Background: an optimization exercise with open tools, aiming at small area and a short achievable clock period. Do not read the settings as production practice. No functional check of the RTL was part of any run shown here.

==> flow/design.v (outline; a module is shown in full before it is edited, if it fits) <==
// module lowp5: 549 lines
// module bq_fa: 4 lines
// module bq_ha: 4 lines
module lowp5(signal_in, signal_out, time_constant, clock_in, reset, enable);
  // ...
==> flow/run.sh <==
#!/bin/bash
# synth_recipe.tcl (not shown) runs the flow's synth.tcl, then flattens the netlist and writes it again
# the make line also repeats each setting of config.mk as NAME=value (left out here)
make -C /OpenROAD-flow-scripts/flow DESIGN_CONFIG=/design/flow/config.mk WORK_HOME=/design/flow/orfs CLKGATE_MAP_FILE= SYNTH_SCRIPT=/design/flow/synth_recipe.tcl finish
==> flow/config.mk <==
export PLATFORM = sky130hd
export DESIGN_NAME = lowp5
export DESIGN_NICKNAME = lowp5
export VERILOG_FILES = /design/flow/design.v
export SDC_FILE = /design/flow/constraint.sdc
export NUM_CORES = 4
export LEC_CHECK = 0
export CAP_MARGIN = 20
export CORE_MARGIN = 2
export CORE_UTILIZATION = 40
export SLEW_MARGIN = 20
export SYNTH_HIERARCHICAL = 1
==> flow/constraint.sdc <==
create_clock -name core_clock -period 15.0 [get_ports {clock_in}]
set_input_delay 3.0000 -clock core_clock [delete_from_list [all_inputs] [get_ports {clock_in}]]
set_output_delay 3.0000 -clock core_clock [all_outputs]
set_load 0.01 [all_outputs]
==> summary.txt, run 1 <==
- Post-Synth XOR/XNOR Area: under 10%
- Syn_area_per_cell: 12.68 um^2
- Synth area leader: fa_1
- Post-route cell area: 20710 um^2
- Multi-input gate area: between 15000 and 20000 um^2
- Number of global-route vias before repair: 13608
- Layout Cells excl Fill: 2176
- Crit path capture: y1[20]
- Multiplexer area fraction after synthesis: 0.1106%
- Place WS: 5.276 ns
- Port buffer count: 58
- DRT Pass-1 Iters: 5
- Reg clk slew, reported paths: 0.08 ns
- Layer with the highest usage: met2
- Final setup vio count: 0
- Final net count: between 2000 and 2500
- DRC Markers: 0
- Post-Synth Adder-Cell Area: ~59%
- Crit path launch type: register
- Fraction of area in multi-input gates: 72.60%
- Routed len/inst: roughly 26 um
- Post-layout util: 43.48%
- # Taps: 615
- Status: no timing/DRC/antenna violations
- Wl on met1: 23170 um
- Gpl congestion: 0.9286
- Total gr overflow: 0
- Commonest register cell after synthesis: edfxtp_1
- Relative slew slack: 32.09%
==> run 2: changes to the inputs <==
--- a/flow/config.mk
+++ b/flow/config.mk
@@ -8,5 +8,6 @@
 export CAP_MARGIN = 20
 export CORE_MARGIN = 2
 export CORE_UTILIZATION = 40
+export SETUP_SLACK_MARGIN = 5
 export SLEW_MARGIN = 20
 export SYNTH_HIERARCHICAL = 1
==> run 2 against run 1 <==
Still clean. Routed wire length up 0.28%. Utilization about the same. Cell count is the same. Clock skew is 0.00056 ns higher. Non-clock buffer count did not move. Global-route usage unchanged. Register-to-register slack better by 0.30 ns. Fmax rose by 3.1%. Synthesized area unchanged. Critical path depth is the same. Final area about the same. Largest cell class unchanged.
==> summary.txt, run 2 <==
- CP max stage delay: 0.63 ns (was 0.62 ns)
- Synthesized area: 19240 um^2 (unchanged)
- Critical Path Start: y1[0] (unchanged)
- Crit. End Element: register (unchanged)
- Slowest CP cell: edfxtp_1 (unchanged)
- Final setup vio count: 0 (unchanged)
- Core Region: 47650 um^2 (unchanged)
- Post-DRT Antenna Nets: 0 (unchanged)
- Post-synth top cells: fa_1, inv_1, edfxtp_1 (unchanged)
- Port buffer count: 58 (unchanged)
- Num rows: 80 (unchanged)
- Sequential area share after synthesis: 17.48% (unchanged)
- DRC Markers: 0 (unchanged)
- Die Footprint: 49860 um^2 (unchanged)
- Most frequent cells in the layout: fa_1, inv_1, edfxtp_1 (unchanged)
- Slew @ Worst Pin: 1.014 ns (was 1.019 ns)
- Clock latency (worst-skew pair): 0.38 ns (was 0.37 ns)
- Routed len/inst: 26.08 um (was 26.01 um)
- Clock skew after layout: 0.01370 ns (was 0.01313 ns)
- TritonCTS clock tree: done (unchanged)
- Yosys warnings: 7 (unchanged)
- Startpoint of the worst hold path: x1[3] (unchanged)
- Synth Register Bits: 112 (unchanged)
- Worst min-delay path class: reg -> reg (unchanged)
- Commonest non-fill, non-tap cell in the layout: fa_1 (unchanged)
- Tmin final: 9.504 ns (was 9.801 ns)
- Antenna violations before repair: 0 (unchanged)
- Netlist cell types: 78 (unchanged)
- CP Max Fanout: 11 (unchanged)
- Top cell family by delay on the critical path: adder cells (unchanged)
- Number of global-route vias before repair: 13608 (unchanged)
- CTS Buf Count: 9 (unchanged)
- Period utilization: 63.36% (was 65.34%)
- Die width: 223.3 um (unchanged)
- Post-layout util: 43.52% (was 43.48%)
- Fmax: 0.1052 GHz (was 0.1020 GHz)
- Vias/cell: 5.665 (was 5.688)
- Via count: 12328 (was 12378)
- Fraction of layout cells with a size suffix above 1: 3.395% (was 3.203%)
- # IOs: 64 (unchanged)
- Iter 0 DRT Violations: 985 (was 945)
- RSZ-0062 raised after global routing: false (unchanged)
- Crit path launch type: register (unchanged)
- Largest cells by area after synthesis: fa_1, edfxtp_1, ha_1 (unchanged)
- Routed WL: 56750 um (was 56590 um)
- Inserted Diodes: 0 (unchanged)
- Synth Instances: 1517 (unchanged)
- Total gr overflow: 0 (unchanged)
- Cts-stage hold buffer count: 0 (unchanged)
- Largest net degree at the start of global routing: 91 (unchanged)
- Layout area overhead: 7.779% (was 7.681%)
- Buf/Inv on CP: 3 (was 2)
- Top cell type's share of synthesized area: 52.55% (unchanged)
- Max cap viols: 0 (unchanged)
- DRT Pass-1 Iters: 5 (unchanged)
- H-tree depth: 3 (unchanged)
- Post-DP HPWL: 48390 um (unchanged)
- CP required: 15.13 ns (about the same)
- Synth area leader: fa_1 (unchanged)
- CTS max path bufs: 2 (unchanged)
- Gpl congestion: 0.9286 (unchanged)
- Final net count: 2201 (unchanged)
- Final hold violations: 0 (unchanged)
- Kind of critical path: reg -> reg (unchanged)
- Net count after synthesis: 2162 (unchanged)
- Cell with the most instances after synthesis: fa_1 (unchanged)
- Status: no timing/DRC/antenna violations (unchanged)
- Syn_area_per_cell: 12.68 um^2 (unchanged)
- Post-CTS Repair Setup Buffers: 0 (unchanged)
- Worst path most repeated cell: fa_1 (unchanged)
- Root Buffer: clkbuf_16 (unchanged)
- Die height: 223.3 um (unchanged)
- Initial core utilization: 40.38% (unchanged)
- Reg clk slew, reported paths: 0.08 ns (about the same)
- Max Slew Vio Count: 0 (unchanged)
- Clock Sinks: 112 (unchanged)
- Ys async rst share: 0% (unchanged)
- Critical Path AT: 9.63 ns (was 9.93 ns)
- Number of synthesized flops with an enable pin: 112 (unchanged)
- Relative slew slack: 32.39% (was 32.09%)
- Worst R2R Start: y1[0] (unchanged)
- Commonest register cell after synthesis: edfxtp_1 (unchanged)
- Global-route wire length before repair: 85330 um (unchanged)
- Total global-route track usage: 23.78% (unchanged)
- Setup TNS: 0 ns (unchanged)
run 2: cell counts after synthesis:
No cell type changed its count.
run 2: metrics by stage:
stage	hold WS, ns	instances	setup WS [ns]	area [um^2]
global route	0.8191	2176	5.008	20730
CTS	0.7784	2176	5.203	20710
detailed placement	0.7654	2160	5.276	20430
finish	0.7840	2176	5.496	20730
floorplan	0.6795	1517	7.040	19240
global placement	0.7632	2160	5.335	20430
run 2: per-layer routing:
| metal | track usage, % | wire [um] | up-vias |
|---|---|---|---|
| met5 | 0 | 0 | - |
| met4 | 8.301 | 2202 | 0 |
| met3 | 4.794 | 3806 | 86 |
| met2 | 39.22 | 27420 | 445 |
| met1 | 31.47 | 23320 | 6576 |
| li1 | - | - | 5221 |
run 2: path summary, 6_finish.rpt:
| path | slack, ns | cells after the start | end |
|---|---|---|---|
| setup / recovery | 5.50 | 28 | y1[20] |
| hold / removal | 0.78 | 2 | x2[3] |
| setup reg to reg | 5.50 | 28 | y1[20] |
| hold reg to reg | 0.78 | 2 | x2[3] |
run 2: logic make-up after synthesis:
kind of cell / synth area share [%]
XOR/XNOR: 1.958
multiplexers: 0.1106
buffers and inverters: 4.397
AO/OA/AOI/OAI: 10.82
adder cells (fa/ha/maj): 59.32
AND/OR/NAND/NOR: 5.912
flip-flops: 17.48
run 2: Yosys stat by module (local to each module, per instance):
| module | cells inside | area [um^2] |
|---|---|---|
| bq_fa | 1 | 20.02 |
| bq_ha | 1 | 12.51 |
| lowp5 | 993 | 8897 |
run 2: final cells by class:
type	instances	area (um^2)
well taps	615	769.5
fillers	4405	26910
repair buffers	60	593.1
flip-flops and latches	112	3363
clock inverters	7	53.80
clock buffers	9	225.2
inverters	179	671.9
multi-input cells	1194	15060
run 2: timing repair:
action                                 in CTS  in global routing
gates resized for setup                     0                  4
setup endpoints to repair                   0                  9
endpoints found under the hold margin       0                  0
run 2: tightest hold or removal path: stages (launching register included):
cell and delay (ns):
edfxtp_1 0.43, inv_1 0.10, o21ai_0 0.14
==> run 3: changes to the inputs <==
--- a/flow/config.mk
+++ b/flow/config.mk
@@ -5,9 +5,9 @@
 export SDC_FILE = /design/flow/constraint.sdc
 export NUM_CORES = 4
 export LEC_CHECK = 0
+export ABC_CLOCK_PERIOD_IN_PS = 3000
 export CAP_MARGIN = 20
 export CORE_MARGIN = 2
 export CORE_UTILIZATION = 40
-export SETUP_SLACK_MARGIN = 5
 export SLEW_MARGIN = 20
 export SYNTH_HIERARCHICAL = 1
==> run 3 against run 2 <==
Via count up 0.41%. Clock-buffer cell count did not move. Synthesized cell count unchanged. Critical endpoint unchanged.
==> summary.txt, run 3 <==
- Status: no timing/DRC/antenna violations (unchanged)
- Syn_area_per_cell: 12.68 um^2 (unchanged)
- Die height: 223.3 um (unchanged)
- Largest cells by area after synthesis: fa_1, edfxtp_1, ha_1 (unchanged)
- CP Max Fanout: 11 (unchanged)
- Kind of critical path: reg -> reg (unchanged)
- Reg2Reg Setup Slack: 5.20 ns (was 5.50 ns)
- Inserted Diodes: 0 (unchanged)
- TritonCTS clock tree: done (unchanged)
- Ys async rst share: 0% (unchanged)
- Fraction of layout cells with a size suffix above 1: 3.203% (was 3.395%)
- DRT Pass-1 Iters: 5 (unchanged)
- Synth Register Bits: 112 (unchanged)
- Post-layout util: 43.48% (was 43.52%)
- Filler cells: 4405 (unchanged)
- Post-DP HPWL: 48390 um (unchanged)
- Netlist cell types: 78 (unchanged)
- Worst min-delay path class: reg -> reg (unchanged)
- Cell with the most instances after synthesis: fa_1 (unchanged)
- Commonest register cell after synthesis: edfxtp_1 (unchanged)
- Crit. End Element: register (unchanged)
- Reg-to-reg endpoint: y1[20] (unchanged)
- RSZ-0062 raised after global routing: false (unchanged)
- Global-route wire length before repair: 85330 um (unchanged)
- Period utilization: 65.34% (was 63.36%)
- Post-DRT Antenna Nets: 0 (unchanged)
- CTS Buf Count: 9 (unchanged)
- Yosys warnings: 7 (unchanged)
- Gpl congestion: 0.9286 (unchanged)
- Relative slew slack: 32.09% (was 32.39%)
- Total gr overflow: 0 (unchanged)
- Setup TNS: 0 ns (unchanged)
- Reg clk slew, reported paths: 0.08 ns (about the same)
- Fmax: 0.1020 GHz (was 0.1052 GHz)
- Port buffer count: 58 (unchanged)
- Layout area overhead: 7.681% (was 7.779%)
- Most frequent cells in the layout: fa_1, inv_1, edfxtp_1 (unchanged)
- Slew @ Worst Pin: 1.019 ns (was 1.014 ns)
- Iter 0 DRT Violations: 945 (was 985)
- Cell count of the worst reg-to-reg path: 28 (unchanged)
- Final net count: 2201 (unchanged)
- Worst path most repeated cell: fa_1 (unchanged)
- Worst Hold Depth: 2 (unchanged)
- Top cell type's share of synthesized area: 52.55% (unchanged)
- Post-CTS Repair Setup Buffers: 0 (unchanged)
- Net count after synthesis: 2162 (unchanged)
- Commonest non-fill, non-tap cell in the layout: fa_1 (unchanged)
- CTS max path bufs: 2 (unchanged)
- Num rows: 80 (unchanged)
- Cts-stage hold buffer count: 0 (unchanged)
- Startpoint of the worst hold path: x1[3] (unchanged)
- Synth area leader: fa_1 (unchanged)
- DRC Markers: 0 (unchanged)
- Final hold violations: 0 (unchanged)
- Number of synthesized flops with an enable pin: 112 (unchanged)
- Max cap viols: 0 (unchanged)
- Largest net degree at the start of global routing: 91 (unchanged)
- Flip-flop and latch area: 3363 um^2 (unchanged)
- WHS: 0.7808 ns (was 0.7840 ns)
- Clock latency (worst-skew pair): 0.37 ns (was 0.38 ns)
- Critical Path AT: 9.93 ns (was 9.63 ns)
- Routed WL: 56590 um (was 56750 um)
- Via count: 12378 (was 12328)
- Cts repair resizes: 0 (unchanged)
- Core Region: 47650 um^2 (unchanged)
- # IOs: 64 (unchanged)
- Clock Sinks: 112 (unchanged)
- CP required: 15.13 ns (about the same)
- Vias/cell: 5.688 (was 5.665)
- Hold-critical path endpoint: x2[3] (unchanged)
- Multi-input gate area: 15040 um^2 (was 15060 um^2)
- Crit path launch type: register (unchanged)
- Worst R2R Start: y1[0] (unchanged)
- Max Slew Vio Count: 0 (unchanged)
- Slowest CP cell: edfxtp_1 (unchanged)
- Die Footprint: 49860 um^2 (unchanged)
- Die width: 223.3 um (unchanged)
- Tmin final: 9.801 ns (was 9.504 ns)
- Final setup vio count: 0 (unchanged)
- Post-synth top cells: fa_1, inv_1, edfxtp_1 (unchanged)
- Synth Instances: 1517 (unchanged)
- Post-route cell area: 20710 um^2 (was 20730 um^2)
- Initial core utilization: 40.38% (unchanged)
- Total global-route track usage: 23.78% (unchanged)
- Post-DP Area: 20430 um^2 (unchanged)
- Routed len/inst: 26.01 um (was 26.08 um)
- Number of global-route vias before repair: 13608 (unchanged)
- Synthesized area: 19240 um^2 (unchanged)
- Antenna violations before repair: 0 (unchanged)
- CP max stage delay: 0.62 ns (was 0.63 ns)
- H-tree depth: 3 (unchanged)
- Root Buffer: clkbuf_16 (unchanged)
- Clock skew after layout: 0.01313 ns (was 0.01370 ns)
- Sequential area share after synthesis: 17.48% (unchanged)
run 3: metal layers:
metal | wire (um) | up-vias | GRT usage (%) | part of all wire (%)
li1 | - | 5223 | - | -
met1 | 23170 | 6585 | 31.47 | 41
met2 | 27230 | 480 | 39.22 | 48
met3 | 3920 | 90 | 4.794 | 6.9
met4 | 2264 | 0 | 8.301 | 4.0
met5 | 0 | - | 0 | 0
run 3: worst max path at each step:
stage	from	endpoint	slack (ns)	depth (start not counted)
3_5_place_dp	y1[0]	y1[20]	5.28	28
2_1_floorplan	y1[0]	y1[19]	7.04	28
5_1_grt	y1[0]	y1[20]	4.75	28
4_1_cts	y1[0]	y1[20]	5.20	28
3_3_place_gp	y1[0]	y1[20]	5.33	28
6_report	y1[0]	y1[20]	5.20	28
run 3: area by class of cell:
class	count	share of cell area [%]
multi-input cells	1194	72.60
flip-flops and latches	112	16.24
well taps	615	3.715
inverters	179	3.244
repair buffers	60	2.863
clock buffers	9	1.087
clock inverters	7	0.2597
run 3: modules after synthesis, one instance, submodules excluded:
module	cells	times used	cell area (um^2)
lowp5	993	1	8897
bq_fa	1	504	20.02
bq_ha	1	20	12.51
run 3: cells by family (layout without fill, tap and decap cells):
family	count (synthesis)	count (layout)	synth area share, %
xor gates and xnor gates	43	43	1.958
DFF	112	112	17.48
buffers and inverters	211	255	4.397
muxes	2	2	0.1106
AOI/OAI and AO/OA	314	314	10.82
adders and majority gates	609	609	59.32
and+or+nand+nor	226	226	5.912
run 3: critical path, delay by kind of cell (launching register included):
kind / cells / cell delay (ns)
buffers and inverters: 2 / 0.22
DFF: 1 / 0.62
and+or+nand+nor: 5 / 1.16
muxes: 1 / 0.14
adders and majority gates: 10 / 4.57
AOI/OAI and AO/OA: 10 / 2.82
run 3: stage by stage:
stage	cells	setup WS (ns)
floorplan	1517	7.040
global placement	2160	5.335
detailed placement	2160	5.276
CTS	2176	5.203
global route	2176	4.751
finish	2176	5.200

## port drivers added, routing unchanged
The flow's constraints put no driver on any port. The routed layouts listed below were extracted and timed again, unchanged, in two steps.
Step 1 (the two cells are an assumption about what drives the block):
set clk [get_ports {clock_in}]
set_driving_cell -lib_cell sky130_fd_sc_hd__clkbuf_16 $clk
set_driving_cell -lib_cell sky130_fd_sc_hd__buf_2 [delete_from_list [all_inputs] $clk]
Step 2 adds t to the input delays and takes it off the output delays; t is the mean of the earliest and latest rising clock arrival at the registers after step 1. Input paths then give back, and output paths get back, about the clock's delay inside the block.
Slacks: ideal ports / drivers / drivers and shift; pairs: ideal ports / drivers.
| run | t, ns | setup WS [ns] | hold WS [ns] | slew at the worst register clock pin (ns) | cell pins on the clock port's net |
|---|---|---|---|---|---|
| run 1 | 0.419 | 5.200 / 5.200 / 5.200 | 0.781 / 0.781 / 0.781 | 0.09 / 0.09 | 1 |
| run 2 | 0.419 | 5.496 / 5.496 / 5.496 | 0.784 / 0.784 / 0.784 | 0.09 / 0.09 | 1 |
| run 3 | 0.419 | 5.200 / 5.200 / 5.200 | 0.781 / 0.781 / 0.781 | 0.09 / 0.09 | 1 |
After both steps setup and hold are still met in every run listed.
